This design comes from an exercise in tuning for small area on the open sky130 flow, not from production work. Where RTL was checked, it was by simulation tests only, not by an equivalence proof against the original. Power is estimated from default activity; no workload was simulated.

main:
==> flow/design.v <==
module LCDTestor
(
	clk,rst_n,key_in,
	vga_r,vga_g,vga_b,
	vga_hsy,vga_vsy,vga_clk,vga_de,
	led,led1
);
input clk;
input rst_n, key_in;
output [7:0] vga_r;
output [7:0] vga_g;
output [7:0] vga_b;
output vga_hsy, vga_vsy;
output vga_clk, vga_de;
output reg led;
output reg led1;
reg run;
reg [23:0] cq;		 
localparam [23:0] CPOL = 24'haaaaaa;
wire [23:0] cyc = run ? (cq ^ CPOL) : 24'd1;
wire cyc_z = ~|cyc[22:0];
always @(posedge clk)
	cq <= {cyc[22:0], cyc[23]^cyc[22]^cyc[21]^cyc[16]^cyc_z} ^ CPOL;
always @(posedge clk or negedge rst_n)
	if (!rst_n) led1 <= 1'b0;
	else if (cyc_z & ~cyc[23]) led1 <= ~led1;
localparam [31:0] T0  = 32'hc6f68ac0;
localparam [31:0] POL = 32'haaaaaaaa;
reg key_now, key_pre;
wire key_neg = ~key_now & key_pre;
reg [31:0] tq;
wire [31:0] tb = run ? (tq ^ POL) : T0;
wire t_z = ~|tb[30:0];
wire t_fb = tb[31]^tb[21]^tb[1]^tb[0]^t_z;
reg ko, ko_d;
reg [3:0] sw;		 
always @(posedge clk)
	tq <= key_neg ? (T0 ^ POL) : ({tb[30:0], t_fb} ^ POL);
always @(posedge clk or negedge rst_n)
	if (!rst_n) begin
		run <= 1'b0;
		key_now <= 1'b1;
		key_pre <= 1'b1;
		ko <= 1'b0;
		ko_d <= 1'b0;
		led <= 1'b1;
		sw <= 4'd15;
	end else begin
		run <= 1'b1;
		key_now <= key_in;
		key_pre <= key_now;
		ko <= t_z & ~tb[31] & ~key_in;
		ko_d <= ko;
		if (ko) led <= ~led;
		if (ko_d | (&sw)) sw <= (sw == 4'd8) ? 4'd0 : sw + 4'd1;
	end
reg [11:0] r;
reg [9:0] v;
reg [1:0] band;		 
wire [12:0] r_inc = {1'b0, r} + 13'd1;
wire line_end = (r == 12'd1454);
wire v_last = v[9] & v[8] & v[5] & v[2] & v[0];	 
wire v_act = (v >= 10'd35) && (v < 10'd635);
wire [1:0] v_band = (v < 10'd185) ? 2'd0 : (v < 10'd335) ? 2'd1 : (v < 10'd485) ? 2'd2 : 2'd3;
always @(posedge clk or negedge rst_n)
	if (!rst_n) begin
		r <= 12'd1454;
		v <= 10'd805;
	end else begin
		r <= r_inc[11:0] | (r_inc[12] ? 12'd1408 : 12'd0);
		if (line_end) v <= v_last ? 10'd0 : v + 10'd1;
	end
always @(posedge clk)
	if (r == 12'd2047 && v_act) band <= v_band;
assign vga_clk = r[0];
assign vga_hsy = (r >= 12'd1455) && (r <= 12'd1726);
assign vga_vsy = (v < 10'd6);
assign vga_de  = r_inc[11] & v_act;
wire ld = r[11] & v_act;
wire [7:0] xv = ld ? r[10:3] : 8'hff;
wire [7:0] gv = {band, (ld ? r[10:8] : 3'b111), 3'b000};
reg [7:0] vr, vg, vb;
always @* begin
	case (sw)
	4'd0: begin vr = 8'hff; vg = 8'h00; vb = 8'h00; end
	4'd1: begin vr = 8'h00; vg = 8'hff; vb = 8'h00; end
	4'd2: begin vr = 8'h00; vg = 8'h00; vb = 8'hff; end
	4'd4: begin vr = 8'hff; vg = 8'hff; vb = 8'hff; end
	4'd5: begin vr = xv;    vg = 8'h00; vb = 8'h00; end
	4'd6: begin vr = 8'h00; vg = xv;    vb = 8'h00; end
	4'd7: begin vr = 8'h00; vg = 8'h00; vb = xv;    end
	4'd8: begin vr = gv;    vg = gv;    vb = gv;    end
	default: begin vr = 8'h00; vg = 8'h00; vb = 8'h00; end
	endcase
end
assign vga_r = vr;
assign vga_g = vg;
assign vga_b = vb;
endmodule
==> flow/config.mk <==
export PLATFORM = sky130hd
export DESIGN_NAME = LCDTestor
export DESIGN_NICKNAME = LCDTestor
export VERILOG_FILES = /design/flow/design.v
export SDC_FILE = /design/flow/constraint.sdc
export NUM_CORES = 4
export LEC_CHECK = 0
export CAP_MARGIN = 20
export CORE_MARGIN = 2
export CORE_UTILIZATION = 40
export SLEW_MARGIN = 20
==> flow/constraint.sdc <==
create_clock -name core_clock -period 8.0 [get_ports {clk}]
set_input_delay 1.6000 -clock core_clock [delete_from_list [all_inputs] [get_ports {clk}]]
set_output_delay 1.6000 -clock core_clock [all_outputs]
set_load 0.01 [all_outputs]
standard.sh (not shown) runs the stock make flow with config.mk's settings and CLKGATE_MAP_FILE= SYNTH_SCRIPT=/design/flow/synth_recipe.tcl, a recipe that flattens the netlist after the stock synthesis.
==> flow/flow/run.sh <==
#!/bin/bash
# The standard layout (standard.sh), with two changes:
#  - port buffers are buf_1 instead of the buffer buffer_ports picks;
#  - CTS inserts no dummy loads.
# make's output goes to standard.log; ORFS writes each step's log under orfs/logs.
set -euo pipefail
export BUFFER_PORTS_ARGS="-buffer_cell sky130_fd_sc_hd__buf_1"
export CTS_ARGS="-sink_clustering_enable -repair_clock_nets -dont_use_dummy_load"
bash standard.sh > standard.log 2>&1
Changes in the feature branch relative to main:
==> flow/design.v <==
module LCDTestor
(
	clk,rst_n,key_in,
	vga_r,vga_g,vga_b,
	vga_hsy,vga_vsy,vga_clk,vga_de,
	led,led1
);
input clk;
input rst_n, key_in;
output [7:0] vga_r;
output [7:0] vga_g;
output [7:0] vga_b;
output vga_hsy, vga_vsy;
output vga_clk, vga_de;
output reg led;
output reg led1;
reg run;
reg [23:0] cq;		 
localparam [23:0] CPOL = 24'haaaaaa;
wire [23:0] cyc = run ? (cq ^ CPOL) : 24'd1;
wire cyc_z = ~|cyc[22:0];
always @(posedge clk)
	cq <= {cyc[22:0], cyc[23]^cyc[22]^cyc[21]^cyc[16]^cyc_z} ^ CPOL;
always @(posedge clk or negedge rst_n)
	if (!rst_n) led1 <= 1'b0;
	else if (cyc_z & ~cyc[23]) led1 <= ~led1;
localparam [31:0] T0  = 32'hc6f68ac0;
localparam [31:0] POL = 32'haaaaaaaa;
reg key_now, key_pre;
wire key_neg = ~key_now & key_pre;
reg [31:0] tq;
wire [31:0] tb = run ? (tq ^ POL) : T0;
wire t_z = ~|tb[30:0];
wire t_fb = tb[31]^tb[21]^tb[1]^tb[0]^t_z;
reg ko, ko_d;
reg [3:0] sw;		 
always @(posedge clk)
	tq <= key_neg ? (T0 ^ POL) : ({tb[30:0], t_fb} ^ POL);
always @(posedge clk or negedge rst_n)
	if (!rst_n) begin
		run <= 1'b0;
		key_now <= 1'b1;
		key_pre <= 1'b1;
		ko <= 1'b0;
		ko_d <= 1'b0;
		led <= 1'b1;
		sw <= 4'd15;
	end else begin
		run <= 1'b1;
		key_now <= key_in;
		key_pre <= key_now;
		ko <= t_z & ~tb[31] & ~key_in;
		ko_d <= ko;
		if (ko) led <= ~led;
		if (ko_d | (&sw)) sw <= (sw == 4'd8) ? 4'd0 : sw + 4'd1;
	end
reg [11:0] r;
reg [9:0] v;
reg [1:0] band;		 
wire [12:0] r_inc = {1'b0, r} + 13'd1;
wire line_end = (r == 12'd1454);
wire v_last = v[9] & v[8] & v[5] & v[2] & v[0];	 
wire v_act = (v >= 10'd35) && (v < 10'd635);
wire [1:0] v_band = (v < 10'd185) ? 2'd0 : (v < 10'd335) ? 2'd1 : (v < 10'd485) ? 2'd2 : 2'd3;
always @(posedge clk or negedge rst_n)
	if (!rst_n) begin
		r <= 12'd1454;
		v <= 10'd805;
	end else begin
		r <= r_inc[11:0] | (r_inc[12] ? 12'd1408 : 12'd0);
		if (line_end) v <= v_last ? 10'd0 : v + 10'd1;
	end
always @(posedge clk)
	if (r == 12'd2047 && v_act) band <= v_band;
assign vga_clk = r[0];
assign vga_hsy = (r >= 12'd1455) && (r <= 12'd1726);
assign vga_vsy = (v < 10'd6);
assign vga_de  = r_inc[11] & v_act;
wire ld = r[11] & v_act;
wire [7:0] xv = ld ? r[10:3] : 8'hff;
wire s8 = (sw == 4'd8);
wire [7:0] m = s8 ? {band, xv[7:5], 3'b000} : xv;
wire a_r = (sw == 4'd0) | (sw == 4'd4);
wire a_g = (sw == 4'd1) | (sw == 4'd4);
wire a_b = (sw == 4'd2) | (sw == 4'd4);
wire y_r = (sw == 4'd5) | s8;
wire y_g = (sw == 4'd6) | s8;
wire y_b = (sw == 4'd7) | s8;
assign vga_r = {8{a_r}} | ({8{y_r}} & m);
assign vga_g = {8{a_g}} | ({8{y_g}} & m);
assign vga_b = {8{a_b}} | ({8{y_b}} & m);
endmodule
==> notes.md <==
Clock network fraction of design power for the feature branch: 0.2 points up relative to main. Die area, the feature branch vs main: up by a few percent. [compare] base=main new=the feature branch: design area now sits higher; core utilization now sits higher; final wirelength now sits higher. Relative to main, mux share of post-synthesis cell area has decreased by 0.31 points in the feature branch. Relative to main, combinational share of power has increased by 1.0 points in the feature branch. The final layouts of the feature branch and main pass the timing, design-rule and antenna checks. Diff main -> the feature branch | cell count after synthesis | up by a few percent. Cell area reported after detailed placement was higher in the run labelled the feature branch. In the tables for the feature branch and main, fraction of met1 tracks used by global routing reads higher with the feature branch. Compared with main, in the feature branch wire length on met2 shows an increase of 13%; internal power picked up an extra about 0.5%.
No functional check of the RTL was part of the feature branch.

## re-timing with driven ports
The results above use ideal ports. As a check the final layouts listed here were re-extracted and re-timed, cells and wires unchanged.
Step 1: set_driving_cell puts a clkbuf_16 on clk and a buf_2 on each other input, an assumption about the parent block.
Step 2, shift: input delay + t, output delay - t, t = (earliest + latest rising clock arrival at the registers) / 2. This alone moves slack from input paths to output paths.
a / b / c = ideal ports / drivers / drivers and shift; a / b = the first two.
run | t, ns | setup WS [ns] | worst data-port slew with drivers (ns) | pins driven straight from the clock port
main | 0.368 | 3.712 / 3.681 / 4.049 | 0.03 | 1
the feature branch | 0.368 | 3.891 / 3.860 / 4.229 | 0.03 | 1
After both steps setup and hold are still met in every run listed.
